Background: an optimization exercise with open tools, aiming at small area and a short achievable clock period. Do not read the settings as production practice.
In this exercise RTL edits were held to simulation tests only and were not proved equivalent to the original.
Power figures rest on the tool's default switching activity, not on a simulated workload.

--- design/flow/config.mk ---
export PLATFORM = sky130hd
export DESIGN_NAME = spi_master_top
export DESIGN_NICKNAME = spi_master_top
export VERILOG_FILES = /design/flow/design.v
export SDC_FILE = /design/flow/constraint.sdc
export NUM_CORES = 4
export LEC_CHECK = 0
export CAP_MARGIN = 20
export CORE_MARGIN = 2
export CORE_UTILIZATION = 40
export SETUP_SLACK_MARGIN = 2.9
export SLEW_MARGIN = 20
--- design/flow/standard.sh ---
#!/bin/bash
# synth_recipe.tcl (not shown) runs the flow's synth.tcl, then flattens the netlist and writes it again
# the make line also repeats each setting of config.mk as NAME=value (left out here)
make -C /OpenROAD-flow-scripts/flow DESIGN_CONFIG=/design/flow/config.mk WORK_HOME=/design/flow/orfs CLKGATE_MAP_FILE= SYNTH_SCRIPT=/design/flow/synth_recipe.tcl "${@:-finish}"
--- design/flow/constraint.sdc ---
create_clock -name core_clock -period 5.0 [get_ports {clk_i}]
set_input_delay 1.0000 -clock core_clock [delete_from_list [all_inputs] [get_ports {clk_i}]]
set_output_delay 1.0000 -clock core_clock [all_outputs]
set_load 0.01 [all_outputs]
--- design/flow/design.v ---
module spi_master_top (
    input                    clk_i          ,
    input                    rstn_i         ,
    input                    miso_i         ,
    output reg               sck_o          ,
    output                   mosi_o         ,
    output                   spi_oe_o       ,               
    output      [7:0]        ssn_o          ,
    input                    stb_i          ,
    input       [1:0]        addr_i         ,
    input                    we_i           ,
    input       [7:0]        data_i         ,
    output reg  [7:0]        data_o         ,
    output reg               ack_o          ,
    output reg               int_o
);
reg              rstn_sync         ;
reg              rstn_temp         ;
always @(posedge clk_i or negedge rstn_i) begin
    if (!rstn_i) begin
        rstn_sync <= 1'b0;
        rstn_temp <= 1'b0;
    end
    else begin
        rstn_temp <= 1'b1;
        rstn_sync <= rstn_temp;
    end
end
wire             srst   = ~rstn_sync ;              
wire             wb_wr      = stb_i & we_i ;
wire             wr_con     = wb_wr & (addr_i == 2'b00);
wire             wr_sta     = wb_wr & (addr_i == 2'b01);
wire             wr_ext     = wb_wr & (addr_i == 2'b11);
reg              con5_n    ;                        
wire             con5      = ~con5_n;
reg    [7:0]     con_r     ;                        
wire   [7:0]     spi_con   = {con_r[7:6], con5, con_r[4:0]};
always @(posedge clk_i or negedge rstn_sync) begin
    if (!rstn_sync)
        con5_n <= 1'b0;
    else if (wr_con)
        con5_n <= ~data_i[5];
end
always @(posedge clk_i) begin
    if (srst)
        con_r <= 8'h00;
    else if (wr_con)
        con_r <= data_i;
end
wire             spi_en     = spi_con[7];
wire             spi_int_en = spi_con[6];
wire             cpol       = spi_con[4];
wire             cpha       = spi_con[3];
wire   [2:0]     sck_sel    = spi_con[2:0];
wire             me         = spi_con[7] & con5;    
assign           spi_oe_o   = con5;
reg    [7:0]     spi_ext   ;
always @(posedge clk_i) begin
    if (srst)
        spi_ext <= 8'h08;
    else if (me && wr_ext)
        spi_ext <= data_i;
end
wire   [1:0]     intcnt_sel = spi_ext[7:6];
wire   [2:0]     sck_mode   = spi_ext[5:3];
wire   [2:0]     slave_sel  = spi_ext[2:0];
reg              wfifo_ren ;
reg              rfifo_wen ;
reg              db7       ;                        
reg    [6:0]     db_lo     ;                        
wire   [7:0]     data_buf  = {db7, db_lo};
wire             fclr       = srst | ~spi_en;
wire             wfifo_wen  = stb_i & (addr_i == 2'b10) & ack_o &  we_i;
wire             rfifo_ren  = stb_i & (addr_i == 2'b10) & ack_o & ~we_i;
reg    [7:0]     wmem [0:3];
reg    [2:0]     wwp, wrp;
always @(posedge clk_i) begin
    if (fclr) begin
        wwp <= 3'd0;
        wrp <= 3'd0;
    end
    else begin
        wwp <= wwp + {2'b00, wfifo_wen};
        wrp <= wrp + {2'b00, wfifo_ren};
    end
end
integer i;
wire   [7:0]     wdin = data_i & {8{rstn_sync}};
always @(posedge clk_i) begin
    for (i = 0; i < 4; i = i + 1)
        if (srst || (wfifo_wen && wwp[1:0] == i))
            wmem[i] <= wdin;
end
wire   [7:0]     wfifo_dout = wmem[wrp[1:0]];
wire             wfifo_emp  = (wwp == wrp);
wire             wfifo_ful  = (wwp[2] != wrp[2]) && (wwp[1:0] == wrp[1:0]);
reg    [7:0]     rmem [0:3];
reg    [2:0]     rwp, rrp;
always @(posedge clk_i) begin
    if (fclr) begin
        rwp <= 3'd0;
        rrp <= 3'd0;
    end
    else begin
        rwp <= rwp + {2'b00, rfifo_wen};
        rrp <= rrp + {2'b00, rfifo_ren};
    end
end
wire   [7:0]     rdin = data_buf & {8{rstn_sync}};
always @(posedge clk_i) begin
    for (i = 0; i < 4; i = i + 1)
        if (srst || (rfifo_wen && rwp[1:0] == i))
            rmem[i] <= rdin;
end
wire   [7:0]     rfifo_dout = rmem[rrp[1:0]];
wire             rfifo_emp  = (rwp == rrp);
wire             rfifo_ful  = (rwp[2] != rrp[2]) && (rwp[1:0] == rrp[1:0]);
reg    [1:0]     trans_cnt ;
reg              spi_int_f ;
reg              wr_col_f  ;
always @(posedge clk_i) begin
    if (srst)
        trans_cnt <= 2'd0;
    else if (me) begin
        if (wr_ext)
            trans_cnt <= intcnt_sel;
        else if (rfifo_wen)
            trans_cnt <= (|trans_cnt) ? trans_cnt - 2'd1 : intcnt_sel;
    end
end
always @(posedge clk_i) begin
    if (srst)
        spi_int_f <= 1'b0;
    else if (me)
        spi_int_f <= (wr_sta & data_i[7]) ? 1'b0 : (spi_int_f | (~|trans_cnt & rfifo_wen));
end
always @(posedge clk_i) begin
    if (srst)
        wr_col_f <= 1'b0;
    else if (me)
        wr_col_f <= (wr_sta & data_i[6]) ? 1'b0 : (wr_col_f | (wfifo_wen & wfifo_ful));
end
wire   [7:0]     spi_sta = {spi_int_f, wr_col_f, 2'b00, wfifo_ful, wfifo_emp, rfifo_ful, rfifo_emp};
always @(posedge clk_i or negedge rstn_sync) begin
    if (!rstn_sync)
        data_o <= 8'h00;
    else if (me) begin
        case (addr_i)
            2'b00 : data_o <= spi_con    ;
            2'b01 : data_o <= spi_sta    ;
            2'b10 : data_o <= rfifo_dout ;
            2'b11 : data_o <= spi_ext    ;
        endcase
    end
end
always @(posedge clk_i or negedge rstn_sync) begin
    if (!rstn_sync)
        ack_o <= 1'b0;
    else if (me)
        ack_o <= stb_i & ~ack_o;
end
always @(posedge clk_i or negedge rstn_sync) begin
    if (!rstn_sync)
        int_o <= 1'b0;
    else if (me)
        int_o <= spi_int_en & spi_int_f;
end
localparam [2:0] IDLE = 3'b000,
                 ST   = 3'b001,
                 P2   = 3'b011,
                 P1   = 3'b010,
                 CT   = 3'b110;
reg    [2:0]     state     ;
reg    [12:0]    clk_cnt   ;
reg    [12:0]    reload    ;
always @(*) begin
    case (sck_mode)
        3'b010 : case (sck_sel)
            3'd0 : reload = 13'd4;
            3'd1 : reload = 13'd9;
            3'd2 : reload = 13'd19;
            3'd3 : reload = 13'd79;
            3'd4 : reload = 13'd159;
            3'd5 : reload = 13'd319;
            3'd6 : reload = 13'd1279;
            default : reload = 13'd2559;
        endcase
        3'b100 : case (sck_sel)
            3'd0 : reload = 13'd4;
            3'd1 : reload = 13'd24;
            3'd2 : reload = 13'd49;
            3'd3 : reload = 13'd99;
            3'd4 : reload = 13'd249;
            3'd5 : reload = 13'd499;
            3'd6 : reload = 13'd2499;
            default : reload = 13'd4999;
        endcase
        default : case (sck_sel)
            3'd0 : reload = 13'h1;
            3'd1 : reload = 13'h3;
            3'd2 : reload = 13'h7;
            3'd3 : reload = 13'h1f;
            3'd4 : reload = 13'h7f;
            3'd5 : reload = 13'h1ff;
            3'd6 : reload = 13'h7ff;
            default : reload = 13'h1fff;
        endcase
    endcase
end
wire             trans_en = (clk_cnt == 13'd0);
always @(posedge clk_i) begin
    if (me) begin
        if (!trans_en && state != IDLE)
            clk_cnt <= clk_cnt - 13'd1;
        else
            clk_cnt <= reload;
    end
end
reg    [2:0]     bit_cnt   ;
reg              ssn_n     ;                        
always @(posedge clk_i or negedge rstn_sync) begin
    if (!rstn_sync) begin
        sck_o       <= 1'b0;
        db7         <= 1'b0;
        ssn_n       <= 1'b0;
    end
    else if (me) begin
        case (state)
            IDLE: begin
                db7 <= wfifo_dout[7];
                sck_o       <= cpol;
                ssn_n       <= ~wfifo_emp;
            end
            ST: begin
                if (trans_en && cpha)
                    sck_o <= ~sck_o;
            end
            P2: begin
                if (trans_en)
                    sck_o <= ~sck_o;
            end
            P1: begin
                if (trans_en) begin
                    db7 <= db_lo[6];
                    if (bit_cnt != 3'd0)
                        sck_o <= ~sck_o;
                end
            end
            CT: begin
                if (wfifo_emp)
                    sck_o <= cpol;
                else begin
                    db7 <= wfifo_dout[7];
                    sck_o       <= ~sck_o;
                end
            end
            default: ;
        endcase
    end
end
always @(posedge clk_i) begin
    if (me) begin
        case (state)
            IDLE: begin
                bit_cnt       <= 3'd7;
                db_lo <= wfifo_dout[6:0];
            end
            P1: begin
                if (trans_en) begin
                    db_lo <= {db_lo[5:0], miso_i};
                    bit_cnt       <= bit_cnt - 3'd1;
                end
            end
            CT: begin
                if (!wfifo_emp) begin
                    bit_cnt       <= 3'd7;
                    db_lo <= wfifo_dout[6:0];
                end
            end
            default: ;
        endcase
    end
end
always @(posedge clk_i) begin
    if (srst) begin
        state     <= IDLE;
        wfifo_ren <= 1'b0;
        rfifo_wen <= 1'b0;
    end
    else if (me) begin
        wfifo_ren <= 1'b0;
        rfifo_wen <= 1'b0;
        case (state)
            IDLE: begin
                if (!wfifo_emp)
                    state <= ST;
            end
            ST: begin
                if (trans_en) begin
                    wfifo_ren <= 1'b1;
                    state     <= P2;
                end
            end
            P2: begin
                if (trans_en)
                    state <= P1;
            end
            P1: begin
                if (trans_en) begin
                    if (bit_cnt == 3'd0) begin
                        rfifo_wen <= 1'b1;
                        state     <= CT;
                    end
                    else
                        state <= P2;
                end
            end
            CT: begin
                if (wfifo_emp)
                    state <= IDLE;
                else begin
                    wfifo_ren <= 1'b1;
                    state     <= P2;
                end
            end
            default: state <= IDLE;
        endcase
    end
end
assign mosi_o = db7;
genvar g;
generate
    for (g = 0; g < 8; g = g + 1) begin : g_ssn
        assign ssn_o[g] = ~(ssn_n & (slave_sel == g));
    end
endgenerate
endmodule
--- design/flow/flow/run.sh ---
#!/bin/bash
# Standard layout with buf_2 port buffers and a lighter clock tree (no dummy loads,
# clkbuf_4/clkbuf_8 only, larger sink clusters).
set -euo pipefail
bash standard.sh \
  "BUFFER_PORTS_ARGS=-buffer_cell sky130_fd_sc_hd__buf_2" \
  "CTS_ARGS=-sink_clustering_enable -repair_clock_nets -dont_use_dummy_load -buf_list {sky130_fd_sc_hd__clkbuf_4 sky130_fd_sc_hd__clkbuf_8} -sink_clustering_size 20" \
  finish > flow_standard.log 2>&1
==> results of run 1 <==
[per-layer routing]
layer | wire length (um) | vias up | GRT usage | part of all wire
met5 | 0 | - | 0 | 0
met4 | 202 | 0 | 0.0615 | 0.013
met3 | 594 | 18 | 0.0369 | 0.039
met2 | 7210 | 119 | 0.280 | 0.47
met1 | 7170 | 2208 | 0.251 | 0.47
li1 | - | 2129 | - | -
[timing repair]
item,CTS,global route
pin swaps,6,5
cloned,1,0
setup endpoints to repair,112,61
resized for setup,36,18
setup buffers,11,6
[placed cells by master (no fill, tap or decap), types with 15 or more instances in the layout]
| cell | count |
|---|---|
| dfxtp_1 | 28 |
| buf_2 | 30 |
| mux2i_1 | 17 |
| dfrtp_1 | 15 |
| a21oi_1 | 27 |
| clkbuf_8 | 17 |
| edfxtp_1 | 87 |
| nand2_1 | 53 |
| nor2_1 | 27 |
| mux4_2 | 17 |
| and2_1 | 18 |
| inv_1 | 16 |
| buf_4 | 19 |
| o21ai_0 | 18 |
[sequential cells by signal (all words and copies together) (netlist names), 2 cells and up]
signal and count:
trans_cnt 2, data_o 8, wwp 3, spi_ext 8
clk_cnt 13, wrp 3, con_r 7, bit_cnt 3
db_lo 7, rmem 32, rwp 3, state 3
wmem 32, rrp 3
[power groups by stage]
stage / Combinational [uW] / Clock [uW] / Sequential [uW]
2_1_floorplan: 114 / 0 / 1370
3_3_place_gp: 199 / 0 / 1370
3_5_place_dp: 203 / 0 / 1380
4_1_cts: 222 / 677 / 1350
5_1_grt: 251 / 728 / 1360
6_report: 230 / 663 / 1350
[worst paths after layout]
path	slack, ns	from	to	depth (start not counted)
setup / recovery	2.79	spi_ext[1]	ssn_o[7]	3
max in group asynchronous	3.89	rstn_sync	con5_n	1
setup reg to reg	2.95	wwp[1]	db_lo[5]	5
hold reg to reg	0.24	rstn_sync	data_o[7]	0
min in group core_clock	0.35	rstn_temp	rstn_sync	0
hold / removal	0.24	rstn_sync	data_o[7]	0
[cell type report]
class	instances	share of cell area
Clock buffer	17	0.0308
Inverter	18	0.00938
Multi-Input combinational cell	368	0.374
Sequential cell	139	0.494
Tap cell	216	0.0356
Timing Repair Buffer	58	0.0553
Timing Repair inverter	1	0.000988
[critical path: stages, from the launching register on]
cell and delay (ns):
dfxtp_4 0.39, buf_4 0.13, nand4_1 0.09, buf_2 0.15
[synthesized netlist by cell type, types with 2 or more instances]
cell,instances
a211oi_1,3
a21boi_0,11
a21o_1,2
a21oi_1,28
a31oi_1,10
and2_1,18
and3_1,11
buf_1,2
buf_2,6
buf_6,3
clkbuf_1,24
dfrtp_1,16
dfxtp_1,36
edfxtp_1,87
ha_1,12
inv_1,18
mux2_2,7
mux2i_1,17
mux4_2,17
nand2_1,56
nand2b_1,8
nand3_1,9
nand3b_1,2
nand4_1,3
nor2_1,28
nor2b_1,13
nor3_1,14
nor3b_1,3
nor4_1,5
nor4b_1,2
o211ai_1,4
o21a_1,2
o21ai_0,22
o21ai_1,3
o21bai_1,2
o22a_1,4
o22ai_1,6
or3_1,3
xnor2_1,11
xor2_1,12
[stage by stage]
stage,cell area [um^2],cells
final,7600,817
after global routing,7600,817
after global placement,6980,782
after CTS,7450,811
after detailed placement,6980,782
after floorplan,6680,561
[cell families after synthesis]
logic type / share of synthesized area
compound gates: 0.100
xor+xnor: 0.0306
fa+ha+maj: 0.0228
buf+inv: 0.0359
flops: 0.567
mux: 0.0959
other cells: 0.000569
simple gates: 0.148
==> impl_metrics.py, run 1 <==
metrics = {
    "run_status": {
        "status": "complete, no violations",
    },
    "synthesis": {
        "syn_area_per_cell_um2": 11.7,
        "synth_seq_cells": 139,
        "ys.flop_type": "edfxtp_1",
        "syn_area_mm2": 0.00659,
        "synth-edff-count": 87,
        "synth_area_leaders": "edfxtp_1, dfxtp_1, dfrtp_1, mux4_2, nand2_1",
        "synth_cells": 561,
        "ys_seq_area_frac": 0.567,
        "synthArstFlopShare": 0.115,
        "syn_nets": 588,
        "synth_top_cell_by_area": "edfxtp_1",
        "yosysTopAreaCellShare": 0.396,
        "yosysWarnings": 3,
        "synth_cell_types": 61,
    },
    "cells_and_area": {
        "finalNetCount": 630,
        "diodes": 0,
        "area_growth_pct": 15.3,
        "utilization": 0.475,
        "seqCellArea_mm2": 0.00375,
        "multi_input_area_mm2": 0.00285,
        "fill_cells": 1480,
        "drive_gt1_frac": 0.245,
    },
    "drt": {
        "ant_nets": 0,
        "viasPerCell": 5.48,
        "wl_per_cell_um": 18.6,
        "vias": 4474,
        "drc_errors": 0,
        "routed_wl_um": 15200,
        "drt_first_pass_iters": 5,
        "drt_iter0_markers": 393,
    },
    "worst_hold_path": {
        "min-delay-path-class": "register to asynchronous set/reset pin",
    },
    "timing": {
        "setup_tns_ns": 0,
        "fmax_mhz": 453,
        "finalHoldViolations": 0,
        "grt_setup_unrepaired": "yes",
        "fin_ws_ns": 2.79,
        "setup_violations": 0,
        "whs_ns": 0.239,
        "final_max_slew_viol_count": 0,
        "period_minus_slack_ns": 2.21,
        "skew_ns": 0.0383,
        "finalCritPeriodShare": 0.441,
        "worst_pin_slew_ns": 0.823,
        "slew_headroom": 0.447,
    },
    "cts": {
        "cts_made_buffers": 17,
        "hold_buffers": 0,
        "max-clock-path-buffers": 2,
        "cts-root-buf": "clkbuf_8",
        "cts.clk_slew.worst_paths_ns": 0.08,
        "worstSkewPairLatency_ns": 0.46,
        "tritoncts": "done",
        "htreeDepth": 4,
        "cts.sinks": 139,
    },
    "power_and_ir_drop": {
        "seqPwrFrac": 0.601,
        "internal_power_uw": 1700,
        "switching_share": 0.240,
        "p_per_area_mw_per_mm2": 295,
        "ir_drop_mv": 0.162,
        "power_uw": 2240,
        "p_leak_uw": 0.00277,
        "p_switching_uw": 539,
        "clkPwrFrac": 0.296,
        "comb_power_share": 0.103,
    },
    "worst_setup_path": {
        "cp_max_fo": 5,
        "endpoint_kind": "output port",
        "crit_path_start_kind": "register",
        "criticalPathCategory": "register to output port",
        "crit_arrival_ns": 1.21,
        "cp.required_ns": 4.00,
    },
    "floorplanning": {
        "initial_utilization": 0.412,
        "dieArea_mm2": 0.0175,
        "core_mm2": 0.0160,
        "row_count": 46,
        "ios": 36,
        "die_w_um": 132,
        "die_h_um": 132,
    },
    "grt": {
        "antenna_found_initial": 0,
        "grt_start_max_net_pins": 44,
        "grt_pass1_vias": 4279,
        "grt_overflow": 0,
        "grt_pass1_wl_um": 24200,
        "track_usage": 0.180,
    },
    "run": {
        "cap_violations": 0,
    },
    "placement": {
        "dp_hpwl_um": 10500,
        "globalplace.congestion": 0.805,
        "place_ws_ns": 2.14,
        "port-buffer-count": 35,
    },
}
==> run 2, diff against run 1 <==
--- a/design/flow/config.mk
+++ b/design/flow/config.mk
@@ -8,5 +8,5 @@
 export CAP_MARGIN = 20
 export CORE_MARGIN = 2
 export CORE_UTILIZATION = 40
-export SETUP_SLACK_MARGIN = 2.9
+export SETUP_SLACK_MARGIN = 3.1
 export SLEW_MARGIN = 20
==> impl_metrics.py, run 2 <==
metrics = {
    "cells_and_area": {
        "drive_gt1_frac": 0.302,
        "final_cell_mix": "edfxtp_1, nand2_1, buf_4",
        "diodes": 0,
        "largestRegisters": "rmem x32, wmem x32, clk_cnt x13",
        "area_growth_pct": 21.0,
        "layout_commonest_cell": "edfxtp_1",
        "finalNetCount": 654,
        "stdcell_area_mm2": 0.00797,
        "fill_cells": 1437,
    },
    "timing": {
        "final_max_slew_viol_count": 0,
        "period_minus_slack_ns": 2.20,
        "grt_setup_unrepaired": "yes",
        "worst_pin_slew_ns": 0.836,
        "finalHoldViolations": 0,
        "fmax_mhz": 455,
        "finalCritPeriodShare": 0.439,
        "skew_ns": 0.0300,
        "slew_headroom": 0.439,
        "setup_violations": 0,
        "setup_tns_ns": 0,
    },
    "cts": {
        "cts.sinks": 139,
        "hold_buffers": 0,
        "cts.clk_slew.worst_paths_ns": 0.06,
        "htreeDepth": 4,
        "max-clock-path-buffers": 2,
        "cts_made_buffers": 17,
        "cts-root-buf": "clkbuf_8",
        "worstSkewPairLatency_ns": 0.44,
        "tritoncts": "done",
    },
    "drt": {
        "drt_iter0_markers": 297,
        "routed_wl_um": 15200,
        "wl_per_cell_um": 18.0,
        "ant_nets": 0,
        "drt_first_pass_iters": 5,
        "vias": 4562,
        "viasPerCell": 5.42,
        "drc_errors": 0,
    },
    "worst_setup_path": {
        "cpPeakStageDelay_ns": 0.35,
        "crit_path_start_kind": "register",
        "endpoint_kind": "output port",
        "reg2regPathDepth": 6,
        "crit_arrival_ns": 1.20,
        "crit_path_cell_trace": "nor2b_4 > nand3_2 > buf_6",
        "cp.required_ns": 4.00,
        "criticalPathCategory": "register to output port",
        "cp_max_fo": 4,
        "crit_slowest_cell": "dfrtp_1",
    },
    "power_and_ir_drop": {
        "clkPwrFrac": 0.287,
        "p_switching_uw": 541,
        "switching_share": 0.236,
        "ir_drop_mv": 0.164,
        "internal_power_uw": 1750,
        "comb_power_share": 0.130,
        "p_leak_uw": 0.00295,
        "seqPwrFrac": 0.583,
        "p_per_area_mw_per_mm2": 287,
    },
    "synthesis": {
        "synth-adder-area-share": 0.0228,
        "synth-xor-area-share": 0.0306,
        "yosysTopAreaCellShare": 0.396,
        "synthTopCellsByCount": "edfxtp_1, nand2_1, dfxtp_1",
        "ys_seq_area_frac": 0.567,
        "ys.flop_type": "edfxtp_1",
        "syn_nets": 588,
        "yosysWarnings": 3,
        "synth_most_common_cell": "edfxtp_1",
        "synthMuxAreaShare": 0.0959,
        "synth_top_family_by_area": "simple AND/OR/NAND/NOR gates",
        "synth_cells": 561,
        "synth-simple-area-share": 0.148,
        "synth_compound_area_frac": 0.100,
        "synth_area_leaders": "edfxtp_1, dfxtp_1, dfrtp_1, mux4_2, nand2_1",
        "syn_area_mm2": 0.00659,
        "synth_seq_cells": 139,
        "synth_top_cell_by_area": "edfxtp_1",
        "syn_area_per_cell_um2": 11.7,
        "synth-edff-count": 87,
        "synth_cell_types": 61,
        "synthArstFlopShare": 0.115,
    },
    "run_status": {
        "status": "complete, no violations",
    },
    "worst_hold_path": {
        "min-delay-path-class": "register to asynchronous set/reset pin",
    },
    "grt": {
        "met1_usage": 0.236,
        "grt_overflow": 0,
        "track_usage": 0.178,
        "grt-busiest-layer": "met2",
        "globalRouteMet2Util": 0.292,
        "grt_pass1_wl_um": 24100,
        "grt_pass1_vias": 4470,
        "grt_util_met3": 0.0446,
        "antenna_found_initial": 0,
        "grt_start_max_net_pins": 73,
    },
    "floorplanning": {
        "core_mm2": 0.0160,
        "initial_utilization": 0.412,
        "die_w_um": 132,
        "row_count": 46,
        "dieArea_mm2": 0.0175,
        "ios": 36,
        "die_h_um": 132,
    },
    "placement": {
        "dp_hpwl_um": 10200,
        "postPlaceCellArea_mm2": 0.00701,
        "globalplace.congestion": 0.785,
        "port-buffer-count": 35,
    },
    "run": {
        "cap_violations": 0,
    },
}
-- run 2: cell counts after synthesis --
No cell type changed its count.
-- run 2: timing repair --
action	CTS	global route
cloned	2	0
setup buffers	36	8
setup endpoints to repair	135	148
pin swaps	9	7
gates resized for setup	42	37
-- run 2: cells by family (layout without fill, tap and decap cells) --
family	Yosys count	after routing
AOI/OAI and AO/OA	106	106
adders and majority gates	12	12
other	1	1
DFF	139	139
and+or+nand+nor	185	186
buffers and inverters	54	117
xor gates and xnor gates	23	23
muxes	41	41
-- run 2: metrics by stage --
| stage | setup WS, ns | total power, uW | hold slack [ns] | cells | util |
|---|---|---|---|---|---|
| 2_1_floorplan | 2.84 | 1490 | 0.205 | 561 | - |
| 3_3_place_gp | 2.29 | 1570 | 0.342 | 778 | 0.438 |
| 3_5_place_dp | 2.20 | 1580 | 0.335 | 778 | 0.438 |
| 4_1_cts | 2.79 | 2280 | 0.328 | 833 | 0.486 |
| 5_1_grt | 2.74 | 2390 | 0.329 | 841 | 0.498 |
| 6_report | 2.80 | 2290 | 0.321 | 841 | 0.498 |
-- run 2: path summary, 6_finish.rpt --
check	slack, ns	endpoint	startpoint
setup / recovery	2.80	ssn_o[3]	ssn_n
hold / removal	0.32	data_o[6]	rstn_sync
setup reg to reg	3.04	clk_cnt[0]	clk_cnt[5]
hold reg to reg	0.32	data_o[6]	rstn_sync
max in group asynchronous	4.28	sck_o	rstn_sync
min in group core_clock	0.36	rstn_sync	rstn_temp
-- run 2: metal layers --
layer	part of all wire	vias up	wire length, um
li1	-	2181	-
met2	0.50	130	7610
met3	0.052	16	791
met4	0.0096	0	146
met5	0	-	0
met1	0.44	2235	6600
-- run 2: critical path: cells and delay by family (launching register included) --
family / cells / cell delay (ns)
buf+inv: 1 / 0.13
flops: 1 / 0.35
simple gates: 2 / 0.29
-- run 2: power by group through the flow --
stage                     Clock (uW)  Sequential, uW  Combinational (uW)
after global routing             724            1340                 324
final                            656            1340                 299
after CTS                        675            1340                 272
after global placement             0            1370                 206
after floorplan                    0            1370                 118
after detailed placement           0            1370                 210
-- run 2: layout make-up --
class,instances,area [um^2],share of cell area
clock buffers,17,234,0.0293
inverters,18,71.3,0.00895
multi-input cells,369,2940,0.368
flip-flops and latches,139,3760,0.472
well taps,216,270,0.0339
repair buffers,81,688,0.0863
repair inverters,1,7.51,0.000942
==> run 3, diff against run 2 <==
--- a/design/flow/config.mk
+++ b/design/flow/config.mk
@@ -5,8 +5,9 @@
 export SDC_FILE = /design/flow/constraint.sdc
 export NUM_CORES = 4
 export LEC_CHECK = 0
+export ABC_AREA = 1
 export CAP_MARGIN = 20
 export CORE_MARGIN = 2
-export CORE_UTILIZATION = 40
-export SETUP_SLACK_MARGIN = 3.1
+export CORE_UTILIZATION = 65
+export SETUP_SLACK_MARGIN = 2.9
 export SLEW_MARGIN = 20
==> impl_metrics.py, run 3 <==
metrics = {
    "cts": {
        "max-clock-path-buffers": 2,
        "tritoncts": "done",
        "cts_made_buffers": 17,
        "cts.sinks": 139,
        "worstSkewPairLatency_ns": 0.45,
        "htreeDepth": 4,
        "cts-root-buf": "clkbuf_8",
        "cts.clk_slew.worst_paths_ns": 0.06,
        "hold_buffers": 0,
    },
    "worst_setup_path": {
        "criticalPathCategory": "register to output port",
        "cp_max_fo": 4,
        "endpoint_kind": "output port",
        "crit_arrival_ns": 1.18,
        "crit_path_start_kind": "register",
        "cp.required_ns": 4.00,
    },
    "floorplanning": {
        "core_mm2": 0.00977,
        "row_count": 36,
        "dieArea_mm2": 0.0109,
        "die_h_um": 104,
        "ios": 36,
        "initial_utilization": 0.669,
        "die_w_um": 104,
    },
    "timing": {
        "worst_pin_slew_ns": 0.849,
        "skew_ns": 0.0297,
        "final_max_slew_viol_count": 0,
        "finalCritPeriodShare": 0.435,
        "fmax_mhz": 459,
        "fin_ws_ns": 2.82,
        "slew_headroom": 0.434,
        "finalHoldViolations": 0,
        "grt_setup_unrepaired": "yes",
        "period_minus_slack_ns": 2.18,
        "setup_tns_ns": 0,
        "setup_violations": 0,
    },
    "placement": {
        "postPlaceCellArea_mm2": 0.00692,
        "port-buffer-count": 35,
        "dp_hpwl_um": 11000,
        "place_ws_ns": 2.49,
        "dp_cells": 872,
        "globalplace.congestion": 0.885,
    },
    "grt": {
        "grt_overflow": 0,
        "grt_pass1_vias": 4780,
        "grt_start_max_net_pins": 56,
        "grt_pass1_wl_um": 23900,
        "antenna_found_initial": 0,
        "track_usage": 0.288,
    },
    "power_and_ir_drop": {
        "p_leak_uw": 0.00297,
        "p_per_area_mw_per_mm2": 302,
        "ir_drop_mv": 0.235,
    },
    "cells_and_area": {
        "diodes": 0,
        "drive_gt1_frac": 0.156,
        "instances_no_fill": 894,
        "largestRegisters": "rmem x32, wmem x32, clk_cnt x13",
        "layout_commonest_cell": "nand2_1",
        "stdcell_area_mm2": 0.00724,
        "final_cell_mix": "nand2_1, edfxtp_1, inv_1",
        "area_growth_pct": 10.6,
        "finalNetCount": 790,
    },
    "synthesis": {
        "syn_area_mm2": 0.00654,
        "syn_area_per_cell_um2": 9.13,
        "synthArstFlopShare": 0.115,
        "ys.flop_type": "edfxtp_1",
        "synth_top_cell_by_area": "edfxtp_1",
        "yosysTopAreaCellShare": 0.399,
        "synth_cells": 717,
        "ys_seq_area_frac": 0.571,
        "syn_nets": 744,
        "synth_area_leaders": "edfxtp_1, dfxtp_1, nand2_1, dfrtp_1, inv_1",
        "synth_seq_cells": 139,
        "synth_most_common_cell": "nand2_1",
        "synthTopCellsByCount": "nand2_1, edfxtp_1, inv_1",
        "synth-edff-count": 87,
        "yosysWarnings": 3,
        "synth_cell_types": 43,
    },
    "drt": {
        "drt_first_pass_iters": 5,
        "vias": 5108,
        "drc_errors": 0,
        "wl_per_cell_um": 16.8,
        "ant_nets": 0,
        "routed_wl_um": 15000,
        "viasPerCell": 5.71,
        "drt_iter0_markers": 425,
    },
    "run": {
        "cap_violations": 0,
    },
    "worst_hold_path": {
        "min-delay-path-class": "primary input to asynchronous set/reset pin",
    },
    "run_status": {
        "status": "complete, no violations",
    },
}
## run 3: cell count changes after synthesis, moves of 17 or more
cell,previous run,this run
nand2_1,56,177
inv_1,18,80
nor2_1,28,68
o21ai_0,22,58
and2_1,18,0
clkbuf_1,24,6
nand3_1,9,27
mux2i_1,17,0
mux4_2,17,0
## run 3: what timing repair did
item | CTS | global route
gates cloned | 1 | 0
setup endpoints to repair | 19 | 20
hold endpoints to repair | 0 | 0
buffers inserted | 3 | 1
pin swaps | 4 | 5
resized for setup | 13 | 8
## run 3: cell type report
type / count / area, um^2
Clock buffer: 17 / 234
Fill cell: 743 / 2540
Inverter: 91 / 365
Multi-Input combinational cell: 474 / 2510
Sequential cell: 139 / 3750
Tap cell: 133 / 166
Timing Repair Buffer: 40 / 213
## run 3: power by group
group | internal (uW) | switching [uW]
registers | 1300 | 40.5
logic | 67.9 | 130
clock network | 298 | 350
## run 3: layer usage
| layer | up-vias | routed length [um] | GRT usage |
|---|---|---|---|
| met4 | 0 | 391 | 0.112 |
| met2 | 193 | 7080 | 0.444 |
| li1 | 2478 | - | - |
| met3 | 30 | 1040 | 0.0721 |
| met5 | - | 0 | 0 |
| met1 | 2407 | 6520 | 0.394 |
## run 3: stage by stage
step                hold slack [ns]  utilization  total power, uW
finish                        0.342        0.740             2190
global placement              0.344        0.708             1540
detailed placement            0.341        0.708             1550
CTS                           0.325        0.737             2190
floorplan                     0.181            -             1470
global route                  0.323        0.740             2270
## run 3: final timing paths
path | startpoint | endpoint | slack (ns) | cells past startpoint
setup / recovery | ssn_n | ssn_o[3] | 2.82 | 4
max in group asynchronous | rstn_sync | con5_n | 4.01 | 1
min in group core_clock | rstn_temp | rstn_sync | 0.35 | 0
setup reg to reg | con5_n | data_o[4] | 3.09 | 5
hold / removal | rstn_i | rstn_sync | 0.34 | 1
hold reg to reg | rstn_temp | rstn_sync | 0.35 | 0
## run 3: worst max-delay path, cell delays in order (launching register included)
cell     delay (ns)
dfrtp_1        0.37
inv_2          0.06
nor2_4         0.11
nand2_1        0.06
buf_2          0.14
## run 3: kinds of logic after synthesis
group | count (synthesis) | share of synthesized area
fa+ha+maj | 12 | 0.0229
buf+inv | 105 | 0.0635
simple gates | 313 | 0.207
compound gates | 132 | 0.116
xor+xnor | 15 | 0.0201
flops | 139 | 0.571
other cells | 1 | 0.000573
==> run 4, diff against run 3 <==
--- a/design/flow/config.mk
+++ b/design/flow/config.mk
@@ -5,7 +5,6 @@
 export SDC_FILE = /design/flow/constraint.sdc
 export NUM_CORES = 4
 export LEC_CHECK = 0
-export ABC_AREA = 1
 export CAP_MARGIN = 20
 export CORE_MARGIN = 2
 export CORE_UTILIZATION = 65
==> impl_metrics.py, run 4 <==
metrics = {
    "cells_and_area": {
        "largestRegisters": "rmem x32, wmem x32, clk_cnt x13",
        "finalNetCount": 634,
        "area_growth_pct": 13.1,
        "layout_commonest_cell": "edfxtp_1",
        "drive_gt1_frac": 0.246,
        "instances_no_fill": 738,
        "diodes": 0,
        "final_cell_mix": "edfxtp_1, nand2_1, buf_2",
    },
    "synthesis": {
        "syn_area_per_cell_um2": 11.7,
        "synth_area_leaders": "edfxtp_1, dfxtp_1, dfrtp_1, mux4_2, nand2_1",
        "yosysWarnings": 3,
        "yosysTopAreaCellShare": 0.396,
        "ys_seq_area_frac": 0.567,
        "syn_area_mm2": 0.00659,
        "synth-adder-area-share": 0.0228,
        "synth_top_cell_by_area": "edfxtp_1",
        "synth_cell_types": 61,
        "synth-xor-area-share": 0.0306,
        "ys.flop_type": "edfxtp_1",
        "synth_seq_cells": 139,
        "synth_compound_area_frac": 0.100,
        "synth_cells": 561,
        "synth_top_family_by_area": "simple AND/OR/NAND/NOR gates",
        "syn_nets": 588,
        "synth-edff-count": 87,
        "synthTopCellsByCount": "edfxtp_1, nand2_1, dfxtp_1",
        "synthMuxAreaShare": 0.0959,
        "synth-simple-area-share": 0.148,
        "synth_most_common_cell": "edfxtp_1",
        "synthArstFlopShare": 0.115,
    },
    "worst_setup_path": {
        "cp_max_fo": 7,
        "criticalPathCategory": "register to output port",
        "cp.required_ns": 4.00,
        "reg2reg_from": "rrp[1]",
        "rr_endpoint": "data_o[1]",
        "reg2regPathDepth": 5,
        "endpoint_kind": "output port",
        "rrSetupSlack_ns": 2.97,
        "crit_arrival_ns": 1.26,
        "crit_path_start_kind": "register",
    },
    "placement": {
        "globalplace.congestion": 0.828,
        "port-buffer-count": 35,
        "place_ws_ns": 2.08,
        "dp_cells": 700,
        "dp_hpwl_um": 9790,
    },
    "cts": {
        "cts.sinks": 139,
        "cts.clk_slew.worst_paths_ns": 0.07,
        "hold_buffers": 0,
        "worstSkewPairLatency_ns": 0.45,
        "tritoncts": "done",
        "max-clock-path-buffers": 2,
        "cts-root-buf": "clkbuf_8",
        "cts_made_buffers": 17,
        "htreeDepth": 4,
    },
    "floorplanning": {
        "ios": 36,
        "die_h_um": 105,
        "row_count": 36,
        "dieArea_mm2": 0.0110,
        "core_mm2": 0.00982,
        "die_w_um": 105,
        "initial_utilization": 0.671,
    },
    "drt": {
        "routed_wl_um": 14700,
        "viasPerCell": 6.19,
        "drt_first_pass_iters": 6,
        "drc_errors": 0,
        "ant_nets": 0,
        "wl_per_cell_um": 19.9,
        "drt_iter0_markers": 341,
        "vias": 4571,
    },
    "power_and_ir_drop": {
        "internal_power_uw": 1700,
        "seqPwrFrac": 0.604,
        "switching_share": 0.235,
        "p_switching_uw": 524,
        "comb_power_share": 0.105,
        "p_leak_uw": 0.00277,
        "p_per_area_mw_per_mm2": 299,
        "ir_drop_mv": 0.243,
        "clkPwrFrac": 0.292,
    },
    "timing": {
        "setup_tns_ns": 0,
        "worst_pin_slew_ns": 0.694,
        "final_max_slew_viol_count": 0,
        "skew_ns": 0.0237,
        "setup_violations": 0,
        "fin_ws_ns": 2.74,
        "fmax_mhz": 442,
        "slew_headroom": 0.533,
        "period_minus_slack_ns": 2.26,
        "finalHoldViolations": 0,
        "whs_ns": 0.122,
        "grt_setup_unrepaired": "yes",
        "finalCritPeriodShare": 0.452,
    },
    "run_status": {
        "status": "complete, no violations",
    },
    "grt": {
        "grt_start_max_net_pins": 63,
        "grt_pass1_wl_um": 23700,
        "antenna_found_initial": 0,
        "grt_pass1_vias": 4424,
        "track_usage": 0.282,
        "grt_overflow": 0,
    },
    "run": {
        "cap_violations": 0,
    },
    "worst_hold_path": {
        "min-delay-path-class": "register to asynchronous set/reset pin",
    },
}
-- run 4: what timing repair did --
item,in CTS,in global routing
setup buffers,11,9
endpoints found under the hold margin,0,0
setup endpoints to repair,90,68
cloned,0,1
pin swaps,5,4
resized for setup,26,18
-- run 4: power groups by stage --
stage,logic (uW),registers (uW),clock network (uW)
5_1_grt,255,1350,703
3_5_place_dp,206,1370,0
3_3_place_gp,200,1370,0
4_1_cts,231,1350,657
2_1_floorplan,114,1370,0
6_report,233,1340,650
-- run 4: metrics by stage --
step           utilization  area (um^2)  power (uW)
5_1_grt              0.759         7460        2310
3_5_place_dp         0.701         6880        1580
6_report             0.759         7460        2230
3_3_place_gp         0.701         6880        1570
2_1_floorplan            -         6680        1480
4_1_cts              0.746         7320        2230
-- run 4: critical path, cell delays in order (launching register included) --
cell	delay (ns)
dfxtp_4	0.41
nor2b_2	0.19
nand3_1	0.08
buf_2	0.14
-- run 4: metal layers --
| layer | up-vias | global-route usage | wire length (um) |
|---|---|---|---|
| met4 | 0 | 0.0905 | 289 |
| met3 | 26 | 0.0580 | 798 |
| met2 | 156 | 0.437 | 7110 |
| li1 | 2131 | - | - |
| met1 | 2258 | 0.405 | 6460 |
| met5 | - | 0 | 0 |
-- run 4: worst max-delay path by stage --
stage	start	end	slack, ns	cells past startpoint
3_5_place_dp	addr_i[1]	wmem[1][3]	2.08	5
4_1_cts	spi_ext[1]	ssn_o[6]	2.71	3
6_report	spi_ext[1]	ssn_o[6]	2.74	3
5_1_grt	spi_ext[1]	ssn_o[6]	2.69	3
2_1_floorplan	addr_i[0]	rrp[1]	2.84	6
3_3_place_gp	addr_i[1]	wmem[3][2]	2.13	5
-- run 4: layout make-up --
type / instances / area [um^2]
sequential: 139 / 3750
fill: 692 / 2360
clock buffer: 17 / 234
tap: 133 / 166
multi-input combinational: 368 / 2800
timing repair buffer: 63 / 425
inverter: 18 / 71.3
-- run 4: kinds of logic (layout without fill, tap and decap cells) --
| group | count (synthesis) | after routing |
|---|---|---|
| compound gates | 106 | 106 |
| other cells | 1 | 1 |
| simple gates | 185 | 185 |
| fa+ha+maj | 12 | 12 |
| mux | 41 | 41 |
| buf+inv | 54 | 98 |
| flops | 139 | 139 |
| xor+xnor | 23 | 23 |
==> run 5, diff against run 4 <==
--- a/design/flow/design.v
+++ b/design/flow/design.v
@@ -207,13 +207,18 @@
         endcase
     endcase
 end
-wire             trans_en = (clk_cnt == 13'd0);
+reg              trans_en  ;
+wire             cnt_run  = !trans_en && state != IDLE;
 always @(posedge clk_i) begin
     if (me) begin
-        if (!trans_en && state != IDLE)
-            clk_cnt <= clk_cnt - 13'd1;
-        else
-            clk_cnt <= reload;
+        if (cnt_run) begin
+            clk_cnt  <= clk_cnt - 13'd1;
+            trans_en <= (clk_cnt == 13'd1);
+        end
+        else begin
+            clk_cnt  <= reload;
+            trans_en <= 1'b0;
+        end
     end
 end
 reg    [2:0]     bit_cnt   ;
--- a/design/flow/config.mk
+++ b/design/flow/config.mk
@@ -7,6 +7,6 @@
 export LEC_CHECK = 0
 export CAP_MARGIN = 20
 export CORE_MARGIN = 2
-export CORE_UTILIZATION = 65
+export CORE_UTILIZATION = 40
 export SETUP_SLACK_MARGIN = 2.9
 export SLEW_MARGIN = 20
==> impl_metrics.py, run 5 <==
metrics = {
    "run_status": {
        "status": "complete, no violations",
    },
    "worst_setup_path": {
        "cp_max_fo": 6,
        "startpoint": "spi_ext[1]",
        "rrSetupSlack_ns": 2.77,
        "cp.required_ns": 4.00,
        "endpoint_kind": "output port",
        "crit_arrival_ns": 1.24,
        "crit_path_start_kind": "register",
        "criticalPathCategory": "register to output port",
        "reg2reg_from": "clk_cnt[3]",
    },
    "drt": {
        "drt_iter0_markers": 369,
        "viasPerCell": 5.49,
        "vias": 4498,
        "routed_wl_um": 14800,
        "drt_first_pass_iters": 6,
        "ant_nets": 0,
        "wl_per_cell_um": 18.1,
        "drc_errors": 0,
    },
    "timing": {
        "slew_headroom": 0.412,
        "final_max_slew_viol_count": 0,
        "finalCritPeriodShare": 0.447,
        "grt_setup_unrepaired": "yes",
        "whs_ns": 0.348,
        "setup_violations": 0,
        "fmax_mhz": 447,
        "skew_ns": 0.0356,
        "setup_tns_ns": 0,
        "finalHoldViolations": 0,
        "period_minus_slack_ns": 2.24,
        "worst_pin_slew_ns": 0.875,
    },
    "synthesis": {
        "syn_area_per_cell_um2": 11.6,
        "synth_seq_cells": 140,
        "syn_area_mm2": 0.00652,
        "ys.flop_type": "edfxtp_1",
        "synth_area_leaders": "edfxtp_1, dfxtp_1, dfrtp_1, mux4_2, nand2_1",
        "synthArstFlopShare": 0.114,
        "yosysWarnings": 3,
        "synthTopCellsByCount": "edfxtp_1, nand2_1, nor2_1",
        "ys_seq_area_frac": 0.577,
        "yosysTopAreaCellShare": 0.405,
        "synth_cells": 561,
        "synth_top_cell_by_area": "edfxtp_1",
        "synth_cell_types": 56,
        "synth_most_common_cell": "edfxtp_1",
        "synth-edff-count": 88,
        "syn_nets": 588,
    },
    "cts": {
        "max-clock-path-buffers": 2,
        "cts-root-buf": "clkbuf_8",
        "cts.sinks": 140,
        "worstSkewPairLatency_ns": 0.45,
        "hold_buffers": 0,
        "tritoncts": "done",
        "cts_made_buffers": 17,
        "cts.clk_slew.worst_paths_ns": 0.07,
        "htreeDepth": 4,
    },
    "worst_hold_path": {
        "worstHoldStart": "rstn_temp",
        "min-delay-path-class": "register to register",
    },
    "cells_and_area": {
        "layout_commonest_cell": "edfxtp_1",
        "drive_gt1_frac": 0.260,
        "area_growth_pct": 16.1,
        "final_cell_mix": "edfxtp_1, nand2_1, nor2_1",
        "instances_no_fill": 819,
        "diodes": 0,
        "utilization": 0.477,
        "finalNetCount": 632,
        "largestRegisters": "rmem x32, wmem x32, clk_cnt x13",
    },
    "placement": {
        "dp_cells": 783,
        "globalplace.congestion": 0.835,
        "dp_hpwl_um": 10300,
        "port-buffer-count": 35,
    },
    "grt": {
        "grt_pass1_vias": 4318,
        "grt_overflow": 0,
        "grt_pass1_wl_um": 23600,
        "grt_start_max_net_pins": 53,
        "track_usage": 0.176,
        "antenna_found_initial": 0,
    },
    "run": {
        "cap_violations": 0,
    },
    "power_and_ir_drop": {
        "p_per_area_mw_per_mm2": 294,
        "power_uw": 2230,
        "ir_drop_mv": 0.219,
        "p_leak_uw": 0.00277,
    },
    "floorplanning": {
        "die_h_um": 132,
        "die_w_um": 132,
        "initial_utilization": 0.411,
        "row_count": 46,
        "ios": 36,
        "dieArea_mm2": 0.0173,
        "core_mm2": 0.0159,
    },
}
[run 5: cell types whose count changed after synthesis, moves of 4 or more]
| cell | change |
|---|---|
| o211ai_1 | +8 |
| clkbuf_1 | +6 |
| a21oi_1 | +8 |
| mux2i_1 | -6 |
| nor2b_1 | -5 |
| nor2_1 | +13 |
| a31oi_1 | -4 |
| o21ai_0 | +5 |
| a21boi_0 | -10 |
[run 5: per-layer routing]
metal / global-route usage / wire length [um] / vias to the layer above
li1: - / - / 2127
met2: 0.259 / 6660 / 134
met1: 0.257 / 7170 / 2222
met5: 0 / 0 / -
met4: 0.0628 / 256 / 0
met3: 0.0363 / 756 / 15
[run 5: worst paths after layout]
kind	to	cells past startpoint
worst max-delay path	ssn_o[6]	3
worst min-delay path	rstn_sync	0
worst max register to register	clk_cnt[9]	5
worst min register to register	rstn_sync	0
max in group asynchronous	ack_o	1
min in group asynchronous	sck_o	1
[run 5: area by class of cell]
cell class	count	area [um^2]
Sequential cell	140	3790
Multi-Input combinational cell	365	2770
Clock buffer	17	234
Fill cell	1458	8310
Timing Repair Buffer	59	408
Tap cell	216	270
Timing Repair inverter	1	5.00
Inverter	21	97.6
[run 5: worst max-delay path, cell delays in order (launching register included)]
cell and delay (ns):
dfxtp_4 0.42, nor2b_4 0.18, nand3_2 0.08, buf_6 0.12
[run 5: metrics by stage]
| stage | instance area [um^2] | setup slack, ns |
|---|---|---|
| after detailed placement | 6990 | 2.21 |
| after floorplan | 6660 | 2.67 |
| after global routing | 7580 | 2.70 |
| after CTS | 7400 | 2.75 |
| final | 7580 | 2.76 |
| after global placement | 6990 | 2.22 |
[run 5: logic make-up (layout without fill, tap and decap cells)]
kind of cell,Yosys count,after routing,share of synthesized area
AO/OA/AOI/OAI,107,107,0.101
XOR/XNOR,23,23,0.0309
adder cells (fa/ha/maj),12,12,0.0230
buffers and inverters,56,98,0.0330
flip-flops,140,140,0.577
multiplexers,37,37,0.0911
other,1,1,0.000575
AND/OR/NAND/NOR,185,185,0.144
[run 5: where the power goes]
part / internal (uW) / switching [uW] / total [uW]
sequential: 1310 / 43.3 / 1350
clock: 299 / 355 / 653
combinational: 102 / 123 / 224
[run 5: timing repair]
action	CTS	global route
pin swaps	7	7
setup buffers	12	6
hold endpoints to repair	0	0
cloned	0	1
resized for setup	30	19
setup endpoints to repair	77	70
==> run 6, diff against run 5 <==
--- a/design/flow/config.mk
+++ b/design/flow/config.mk
@@ -5,6 +5,7 @@
 export SDC_FILE = /design/flow/constraint.sdc
 export NUM_CORES = 4
 export LEC_CHECK = 0
+export ABC_AREA = 1
 export CAP_MARGIN = 20
 export CORE_MARGIN = 2
 export CORE_UTILIZATION = 40
==> impl_metrics.py, run 6 <==
metrics = {
    "cells_and_area": {
        "diodes": 0,
        "instances_no_fill": 991,
        "final_cell_mix": "nand2_1, edfxtp_1, inv_1",
        "layout_commonest_cell": "nand2_1",
        "finalNetCount": 804,
        "largestRegisters": "rmem x32, wmem x32, clk_cnt x13",
        "drive_gt1_frac": 0.130,
        "area_growth_pct": 12.7,
    },
    "synthesis": {
        "synth_most_common_cell": "nand2_1",
        "yosysTopAreaCellShare": 0.405,
        "synth-edff-count": 88,
        "synth_area_leaders": "edfxtp_1, nand2_1, dfxtp_1, dfrtp_1, inv_1",
        "synth-adder-area-share": 0.0230,
        "ys.flop_type": "edfxtp_1",
        "synth_top_family_by_area": "simple AND/OR/NAND/NOR gates",
        "syn_area_mm2": 0.00652,
        "yosysWarnings": 3,
        "synth-simple-area-share": 0.210,
        "synthMuxAreaShare": 0,
        "synth_seq_cells": 140,
        "synth_cell_types": 42,
        "ys_seq_area_frac": 0.577,
        "syn_area_per_cell_um2": 8.94,
        "synth_top_cell_by_area": "edfxtp_1",
        "synthArstFlopShare": 0.114,
        "syn_nets": 756,
        "synth_compound_area_frac": 0.107,
        "synth-xor-area-share": 0.0146,
        "synth_cells": 729,
        "synthTopCellsByCount": "nand2_1, edfxtp_1, inv_1",
    },
    "grt": {
        "grt_overflow": 0,
        "track_usage": 0.185,
        "grt_pass1_vias": 4831,
        "antenna_found_initial": 0,
        "grt_pass1_wl_um": 25000,
        "grt_start_max_net_pins": 38,
    },
    "floorplanning": {
        "dieArea_mm2": 0.0173,
        "die_w_um": 132,
        "die_h_um": 132,
        "ios": 36,
        "initial_utilization": 0.410,
        "row_count": 46,
        "core_mm2": 0.0159,
    },
    "power_and_ir_drop": {
        "ir_drop_mv": 0.234,
        "p_per_area_mw_per_mm2": 300,
        "p_leak_uw": 0.00301,
    },
    "placement": {
        "dp_cells": 970,
        "dp_hpwl_um": 11400,
        "port-buffer-count": 35,
        "globalplace.congestion": 0.947,
    },
    "run": {
        "cap_violations": 0,
    },
    "drt": {
        "routed_wl_um": 15400,
        "viasPerCell": 5.15,
        "ant_nets": 0,
        "vias": 5106,
        "drc_errors": 0,
        "wl_per_cell_um": 15.6,
        "drt_first_pass_iters": 7,
        "drt_iter0_markers": 307,
    },
    "timing": {
        "grt_setup_unrepaired": "yes",
        "finalCritPeriodShare": 0.432,
        "fmax_mhz": 463,
        "slew_headroom": 0.553,
        "final_max_slew_viol_count": 0,
        "finalHoldViolations": 0,
        "setup_tns_ns": 0,
        "setup_violations": 0,
        "period_minus_slack_ns": 2.16,
        "worst_pin_slew_ns": 0.670,
        "skew_ns": 0.0235,
    },
    "worst_setup_path": {
        "criticalPathCategory": "register to output port",
        "reg2regPathDepth": 7,
        "cpPeakStageDelay_ns": 0.36,
        "cp_max_fo": 4,
        "cp.required_ns": 4.00,
        "crit_slowest_cell": "dfrtp_1",
        "critical-path-top-delay-family": "flip-flops",
        "rrSetupSlack_ns": 3.05,
        "cp.buffers_inverters": 2,
        "endpoint_kind": "output port",
        "rr_endpoint": "bit_cnt[0]",
        "crit_arrival_ns": 1.16,
        "reg2reg_from": "wwp[1]",
        "crit_path_cell_trace": "inv_2 > nor2_4 > nand2_1 > buf_2",
        "crit_path_start_kind": "register",
    },
    "cts": {
        "cts.clk_slew.worst_paths_ns": 0.06,
        "htreeDepth": 4,
        "cts-root-buf": "clkbuf_8",
        "cts_made_buffers": 17,
        "tritoncts": "done",
        "cts.sinks": 140,
        "hold_buffers": 0,
        "max-clock-path-buffers": 2,
        "worstSkewPairLatency_ns": 0.45,
    },
    "run_status": {
        "status": "complete, no violations",
    },
    "worst_hold_path": {
        "min-delay-path-class": "register to asynchronous set/reset pin",
    },
}
[run 6: changes by cell type after synthesis, moves of 17 or more]
cell / before / now
o21ai_0: 27 / 57
inv_1: 20 / 86
mux4_2: 17 / 0
clkbuf_1: 30 / 5
nor2_1: 41 / 68
nand2_1: 53 / 195
nand3_1: 9 / 34
[run 6: final cells by class]
type                    instances  area (um^2)
fillers                      1543         8540
flip-flops and latches        140         3770
multi-input cells             479         2420
inverters                      94          373
repair buffers                 45          278
well taps                     216          270
clock buffers                  17          234
[run 6: metal layers]
metal	vias to the layer above	track usage	wire length, um
met5	-	0	0
met4	0	0.0676	257
li1	2522	-	-
met3	20	0.0382	761
met2	157	0.301	7320
met1	2407	0.243	7090
[run 6: logic make-up (layout without fill, tap and decap cells)]
| family | Yosys count | in the layout |
|---|---|---|
| adders and majority gates | 12 | 12 |
| AOI/OAI and AO/OA | 126 | 126 |
| and+or+nand+nor | 330 | 330 |
| DFF | 140 | 140 |
| other | 1 | 1 |
| buffers and inverters | 110 | 156 |
| xor gates and xnor gates | 10 | 10 |
[run 6: where the power goes]
part	internal [uW]	switching (uW)
Clock	299	357
Sequential	1310	38.9
Combinational	74.1	130
[run 6: timing repair]
action	in CTS	in global routing
hold endpoints to repair	0	0
gates cloned	0	0
setup endpoints to repair	57	20
buffers inserted	4	0
pin swaps	7	3
resized for setup	21	5
[run 6: worst reg2reg max path, delay by kind of cell (launching register included)]
kind          cells  cell delay (ns)
buf+inv           2             0.41
flops             1             0.41
simple gates      5             0.89
[run 6: worst max path at each step]
stage	slack (ns)	from	to	cells after the start
final	2.84	ssn_n	ssn_o[2]	4
after global routing	2.75	ssn_n	ssn_o[1]	4
after CTS	2.81	ssn_n	ssn_o[1]	4
after detailed placement	2.02	addr_i[0]	wmem[3][3]	6
after global placement	2.10	addr_i[0]	wmem[2][1]	6
after floorplan	2.65	addr_i[0]	wmem[0][0]	5
[run 6: stage by stage]
stage / setup WS (ns) / utilization / area [um^2] / hold WS, ns / total power [uW]
floorplan: 2.65 / - / 6600 / 0.181 / 1470
global placement: 2.10 / 0.441 / 7000 / 0.161 / 1560
detailed placement: 2.02 / 0.441 / 7000 / 0.169 / 1570
CTS: 2.81 / 0.461 / 7330 / 0.170 / 2230
global route: 2.75 / 0.463 / 7350 / 0.202 / 2310
finish: 2.84 / 0.463 / 7350 / 0.164 / 2210
==> run 7, diff against run 6 <==
--- a/design/flow/flow/run.sh
+++ b/design/flow/flow/run.sh
@@ -5,4 +5,5 @@
 bash standard.sh \
   "BUFFER_PORTS_ARGS=-buffer_cell sky130_fd_sc_hd__buf_2" \
   "CTS_ARGS=-sink_clustering_enable -repair_clock_nets -dont_use_dummy_load -buf_list {sky130_fd_sc_hd__clkbuf_4 sky130_fd_sc_hd__clkbuf_8} -sink_clustering_size 20" \
+  RECOVER_POWER=100 \
   finish > flow_standard.log 2>&1
==> impl_metrics.py, run 7 <==
metrics = {
    "synthesis": {
        "synth_area_leaders": "edfxtp_1, nand2_1, dfxtp_1, dfrtp_1, inv_1",
        "synth_top_cell_by_area": "edfxtp_1",
        "ys.flop_type": "edfxtp_1",
        "ys_seq_area_frac": 0.577,
        "syn_area_mm2": 0.00652,
        "syn_nets": 756,
        "yosysWarnings": 3,
        "syn_area_per_cell_um2": 8.94,
        "synth_cells": 729,
        "synth_seq_cells": 140,
        "yosysTopAreaCellShare": 0.405,
        "synth-edff-count": 88,
        "synth_cell_types": 42,
        "synth_most_common_cell": "nand2_1",
        "synthArstFlopShare": 0.114,
        "synthTopCellsByCount": "nand2_1, edfxtp_1, inv_1",
    },
    "floorplanning": {
        "ios": 36,
        "initial_utilization": 0.410,
        "die_w_um": 132,
        "die_h_um": 132,
        "dieArea_mm2": 0.0173,
        "row_count": 46,
        "core_mm2": 0.0159,
    },
    "cts": {
        "cts_made_buffers": 17,
        "cts.sinks": 140,
        "worstSkewPairLatency_ns": 0.45,
        "cts.clk_slew.worst_paths_ns": 0.06,
        "hold_buffers": 0,
        "max-clock-path-buffers": 2,
        "htreeDepth": 4,
        "tritoncts": "done",
        "cts-root-buf": "clkbuf_8",
    },
    "timing": {
        "worst_pin_slew_ns": 2.07,
        "setup_tns_ns": 0,
        "grt_setup_unrepaired": "yes",
        "slew_headroom": -0.378,
        "fmax_mhz": 303,
        "finalHoldViolations": 0,
        "final_max_slew_viol_count": 67,
        "setup_violations": 0,
        "finalCritPeriodShare": 0.660,
        "skew_ns": 0.0231,
        "period_minus_slack_ns": 3.30,
    },
    "drt": {
        "wl_per_cell_um": 15.5,
        "vias": 5076,
        "top_layer": "met4",
        "drt_first_pass_iters": 5,
        "route.met3.wl_um": 663,
        "routed_wl_um": 15400,
        "viasPerCell": 5.12,
        "ant_nets": 0,
        "drc_errors": 0,
        "drt_iter0_markers": 313,
        "drt-met1-wl_um": 7160,
        "met2_length_um": 7290,
    },
    "power_and_ir_drop": {
        "p_switching_uw": 522,
        "p_leak_uw": 0.00292,
        "comb_power_share": 0.085,
        "seqPwrFrac": 0.616,
        "clkPwrFrac": 0.299,
        "internal_power_uw": 1670,
        "ir_drop_mv": 0.234,
        "p_per_area_mw_per_mm2": 303,
        "switching_share": 0.238,
    },
    "cells_and_area": {
        "fill_cells": 1566,
        "area_growth_pct": 11.0,
        "final_cell_mix": "nand2_1, edfxtp_1, inv_1",
        "utilization": 0.455,
        "largestRegisters": "rmem x32, wmem x32, clk_cnt x13",
        "drive_gt1_frac": 0.0800,
        "stdcell_area_mm2": 0.00724,
        "layout_commonest_cell": "nand2_1",
        "finalNetCount": 804,
        "diodes": 0,
    },
    "worst_setup_path": {
        "crit_path_start_kind": "register",
        "cpPeakStageDelay_ns": 1.18,
        "cp_max_fo": 28,
        "crit_path_cell_trace": "inv_1 > nand2_1 > inv_1 > clkbuf_1 > o21ai_1 > inv_1 > o21ai_0 > nor2_4 > buf_12",
        "cp_common_cell": "inv_1",
        "critical-path-top-delay-family": "buffers and inverters",
        "crit_arrival_ns": 3.44,
        "crit_slowest_cell": "clkbuf_1",
        "criticalPathCategory": "register to register",
        "cp.required_ns": 5.15,
        "cp.buffers_inverters": 5,
        "endpoint_kind": "register",
    },
    "placement": {
        "port-buffer-count": 35,
        "postPlaceCellArea_mm2": 0.00700,
        "globalplace.congestion": 0.947,
        "dp_hpwl_um": 11400,
    },
    "grt": {
        "grt_pass1_wl_um": 25000,
        "grt_overflow": 0,
        "grt_pass1_vias": 4831,
        "grt_start_max_net_pins": 38,
        "track_usage": 0.185,
        "antenna_found_initial": 0,
    },
    "run_status": {
        "status": "failed layout checks",
        "so_faults": "max-capacitance violations, max-slew violations",
    },
    "run": {
        "cap_violations": 2,
    },
    "worst_hold_path": {
        "min-delay-path-class": "register to asynchronous set/reset pin",
    },
}
run 7: power groups by stage:
stage	logic, uW	registers [uW]	clock network [uW]
floorplan	97.8	1380	0
global placement	192	1370	0
detailed placement	196	1370	0
CTS	204	1350	679
global route	210	1360	723
finish	187	1350	655
run 7: kinds of logic (layout without fill, tap and decap cells):
group	after synthesis	in the layout	synth area share
and+or+nand+nor	330	330	0.210
DFF	140	140	0.577
AOI/OAI and AO/OA	126	126	0.107
buffers and inverters	110	156	0.0670
adders and majority gates	12	12	0.0230
xor gates and xnor gates	10	10	0.0146
other	1	1	0.000575
run 7: cell type report:
cell class / count / area (um^2) / area share
tap: 216 / 270 / 0.0374
multi-input combinational: 479 / 2370 / 0.328
sequential: 140 / 3770 / 0.521
timing repair buffer: 45 / 218 / 0.0301
clock buffer: 17 / 234 / 0.0323
inverter: 94 / 372 / 0.0514
run 7: path summary, 6_finish.rpt:
| kind | from | end | slack (ns) | depth (start not counted) |
|---|---|---|---|---|
| min reg2reg | rstn_sync | sck_o | 0.25 | 0 |
| max in group asynchronous | rstn_sync | db7 | 2.41 | 1 |
| max reg2reg | con5_n | bit_cnt[0] | 1.70 | 9 |
| min in group core_clock | rstn_temp | rstn_sync | 0.35 | 0 |
| max | con5_n | bit_cnt[0] | 1.70 | 9 |
| min | rstn_sync | sck_o | 0.25 | 0 |
run 7: routing by layer:
metal | global-route usage | vias to the layer above
met5 | 0 | -
met4 | 0.0676 | 0
met3 | 0.0382 | 27
met2 | 0.301 | 130
met1 | 0.243 | 2401
li1 | - | 2518
run 7: through the flow:
stage               setup WS [ns]  power (uW)  hold WS (ns)  cells
global placement             2.10        1560         0.161    970
global route                 1.39        2290         0.314    991
finish                       1.70        2190         0.252    991
CTS                          2.81        2230         0.170    991
detailed placement           2.02        1570         0.169    970
floorplan                    2.65        1470         0.181    729
run 7: repair_timing:
item / in CTS / in global routing
pin swaps: 7 / 3
resized for setup: 21 / 5
endpoints found under the hold margin: 0 / 0
setup buffers: 4 / 0
endpoints found under the setup margin: 57 / 20
==> run 8, diff against run 7 <==
--- a/design/flow/flow/run.sh
+++ b/design/flow/flow/run.sh
@@ -5,5 +5,4 @@
 bash standard.sh \
   "BUFFER_PORTS_ARGS=-buffer_cell sky130_fd_sc_hd__buf_2" \
   "CTS_ARGS=-sink_clustering_enable -repair_clock_nets -dont_use_dummy_load -buf_list {sky130_fd_sc_hd__clkbuf_4 sky130_fd_sc_hd__clkbuf_8} -sink_clustering_size 20" \
-  RECOVER_POWER=100 \
   finish > flow_standard.log 2>&1
--- a/design/flow/config.mk
+++ b/design/flow/config.mk
@@ -5,9 +5,8 @@
 export SDC_FILE = /design/flow/constraint.sdc
 export NUM_CORES = 4
 export LEC_CHECK = 0
-export ABC_AREA = 1
 export CAP_MARGIN = 20
 export CORE_MARGIN = 2
 export CORE_UTILIZATION = 40
-export SETUP_SLACK_MARGIN = 2.9
+export SETUP_SLACK_MARGIN = 2.7
 export SLEW_MARGIN = 20
==> impl_metrics.py, run 8 <==
metrics = {
    "timing": {
        "skew_ns": 0.0377,
        "fin_ws_ns": 2.72,
        "worst_pin_slew_ns": 0.869,
        "grt_setup_unrepaired": "yes",
        "finalHoldViolations": 0,
        "slew_headroom": 0.416,
        "setup_tns_ns": 0,
        "setup_violations": 0,
        "final_max_slew_viol_count": 0,
        "finalCritPeriodShare": 0.456,
        "fmax_mhz": 438,
        "period_minus_slack_ns": 2.28,
    },
    "floorplanning": {
        "dieArea_mm2": 0.0173,
        "initial_utilization": 0.411,
        "ios": 36,
        "row_count": 46,
        "die_w_um": 132,
        "core_mm2": 0.0159,
        "die_h_um": 132,
    },
    "worst_setup_path": {
        "rr_endpoint": "clk_cnt[9]",
        "crit_path_cell_trace": "or4_4 > or3_4 > or4_4 > xor2_4 > o21ai_2",
        "criticalPathCategory": "register to register",
        "critical-path-top-delay-family": "simple AND/OR/NAND/NOR gates",
        "reg2reg_from": "clk_cnt[3]",
        "crit_slowest_cell": "or4_4",
        "cp.required_ns": 5.18,
        "cp_common_cell": "or4_4",
        "cpPeakStageDelay_ns": 0.56,
        "reg2regPathDepth": 5,
        "cp.buffers_inverters": 0,
        "crit_path_start_kind": "register",
        "crit_arrival_ns": 2.46,
        "cp_max_fo": 4,
        "rrSetupSlack_ns": 2.72,
        "endpoint_kind": "register",
    },
    "grt": {
        "track_usage": 0.178,
        "grt_start_max_net_pins": 53,
        "antenna_found_initial": 0,
        "grt_pass1_wl_um": 23700,
        "grt_pass1_vias": 4311,
        "grt_overflow": 0,
    },
    "placement": {
        "dp_hpwl_um": 10300,
        "dp_cells": 782,
        "port-buffer-count": 35,
        "place_ws_ns": 1.94,
        "postPlaceCellArea_mm2": 0.00696,
        "globalplace.congestion": 0.804,
    },
    "synthesis": {
        "synth_most_common_cell": "edfxtp_1",
        "synth_area_leaders": "edfxtp_1, dfxtp_1, dfrtp_1, mux4_2, nand2_1",
        "synthArstFlopShare": 0.114,
        "yosysWarnings": 3,
        "ys.flop_type": "edfxtp_1",
        "synth_cells": 561,
        "synth_seq_cells": 140,
        "synthTopCellsByCount": "edfxtp_1, nand2_1, nor2_1",
        "synth_cell_types": 56,
        "ys_seq_area_frac": 0.577,
        "syn_nets": 588,
        "synth_top_cell_by_area": "edfxtp_1",
        "syn_area_per_cell_um2": 11.6,
        "yosysTopAreaCellShare": 0.405,
        "synth-edff-count": 88,
        "syn_area_mm2": 0.00652,
    },
    "cells_and_area": {
        "instances_no_fill": 808,
        "utilization": 0.465,
        "fill_cells": 1478,
        "drive_gt1_frac": 0.225,
        "multi_input_area_mm2": 0.00272,
        "area_growth_pct": 13.2,
        "seqCellArea_mm2": 0.00378,
        "final_cell_mix": "edfxtp_1, nand2_1, nor2_1",
        "largestRegisters": "rmem x32, wmem x32, clk_cnt x13",
        "layout_commonest_cell": "edfxtp_1",
        "finalNetCount": 621,
        "diodes": 0,
        "stdcell_area_mm2": 0.00738,
    },
    "power_and_ir_drop": {
        "clkPwrFrac": 0.295,
        "p_switching_uw": 523,
        "p_leak_uw": 0.00270,
        "seqPwrFrac": 0.606,
        "comb_power_share": 0.099,
        "p_per_area_mw_per_mm2": 301,
        "ir_drop_mv": 0.141,
        "switching_share": 0.235,
        "internal_power_uw": 1700,
    },
    "cts": {
        "tritoncts": "done",
        "max-clock-path-buffers": 2,
        "cts.sinks": 140,
        "worstSkewPairLatency_ns": 0.45,
        "cts.clk_slew.worst_paths_ns": 0.08,
        "htreeDepth": 4,
        "cts-root-buf": "clkbuf_8",
        "cts_made_buffers": 17,
    },
    "drt": {
        "viasPerCell": 5.54,
        "vias": 4475,
        "ant_nets": 0,
        "drt_first_pass_iters": 7,
        "wl_per_cell_um": 18.3,
        "drc_errors": 0,
        "routed_wl_um": 14700,
        "drt_iter0_markers": 286,
    },
    "run": {
        "cap_violations": 0,
    },
    "worst_hold_path": {
        "min-delay-path-class": "register to asynchronous set/reset pin",
    },
    "run_status": {
        "status": "complete, no violations",
    },
}
-- run 8: worst max-delay path by stage --
stage | cells past startpoint | to | from
2_1_floorplan | 6 | wmem[1][0] | addr_i[1]
6_report | 5 | clk_cnt[9] | clk_cnt[3]
3_5_place_dp | 6 | sck_o | con_r[7]
3_3_place_gp | 6 | sck_o | con_r[7]
5_1_grt | 6 | sck_o | con5_n
4_1_cts | 3 | ssn_o[5] | spi_ext[0]
-- run 8: metrics by stage --
stage	power [uW]	hold WS, ns
2_1_floorplan	1490	0.189
3_3_place_gp	1570	0.339
3_5_place_dp	1580	0.342
4_1_cts	2250	0.325
5_1_grt	2320	0.321
6_report	2220	0.330
-- run 8: power groups by stage --
stage / clock network (uW) / registers [uW] / logic, uW
5_1_grt: 720 / 1360 / 242
6_report: 657 / 1350 / 220
3_3_place_gp: 0 / 1370 / 200
4_1_cts: 678 / 1350 / 220
2_1_floorplan: 0 / 1380 / 116
3_5_place_dp: 0 / 1380 / 204
-- run 8: metal layers --
layer  up-vias  global-route usage  wire [um]
met5         -                   0          0
met4         0              0.0543        221
met3        20              0.0436        691
met2       125               0.258       6530
met1      2222               0.264       7300
li1       2108                   -          -
-- run 8: worst reg2reg max path, delay by kind of cell (launching register included) --
| kind | cells | cell delay, ns |
|---|---|---|
| AOI/OAI and AO/OA | 1 | 0.06 |
| DFF | 1 | 0.40 |
| and+or+nand+nor | 3 | 1.39 |
| xor gates and xnor gates | 1 | 0.17 |
-- run 8: final cells by class --
| type | count | share of cell area |
|---|---|---|
| Sequential cell | 140 | 0.512 |
| Timing Repair Buffer | 49 | 0.0400 |
| Inverter | 21 | 0.0120 |
| Multi-Input combinational cell | 365 | 0.368 |
| Clock buffer | 17 | 0.0317 |
| Tap cell | 216 | 0.0366 |
-- run 8: cell families (layout without fill, tap and decap cells) --
kind of cell	Yosys count	count (layout)	synth area share
and+or+nand+nor	185	185	0.144
DFF	140	140	0.577
AOI/OAI and AO/OA	107	107	0.101
buffers and inverters	56	87	0.0330
muxes	37	37	0.0911
xor gates and xnor gates	23	23	0.0309
adders and majority gates	12	12	0.0230
other	1	1	0.000575
-- run 8: what timing repair did --
| item | CTS | global route |
|---|---|---|
| resized for setup | 16 | 15 |
| gates cloned | 0 | 0 |
| endpoints found under the setup margin | 85 | 20 |
| hold buffers | 0 | 0 |
| setup buffers | 7 | 2 |
| pin swaps | 2 | 0 |

Re-timed with assumed drivers on the ports (clkbuf_16 on the clock, buf_2 on other inputs), run 8 has 2.718 ns of setup slack against 2.718 ns with ideal ports, and 2.299 ns once port delays also move by the mid clock arrival of 0.468 ns.
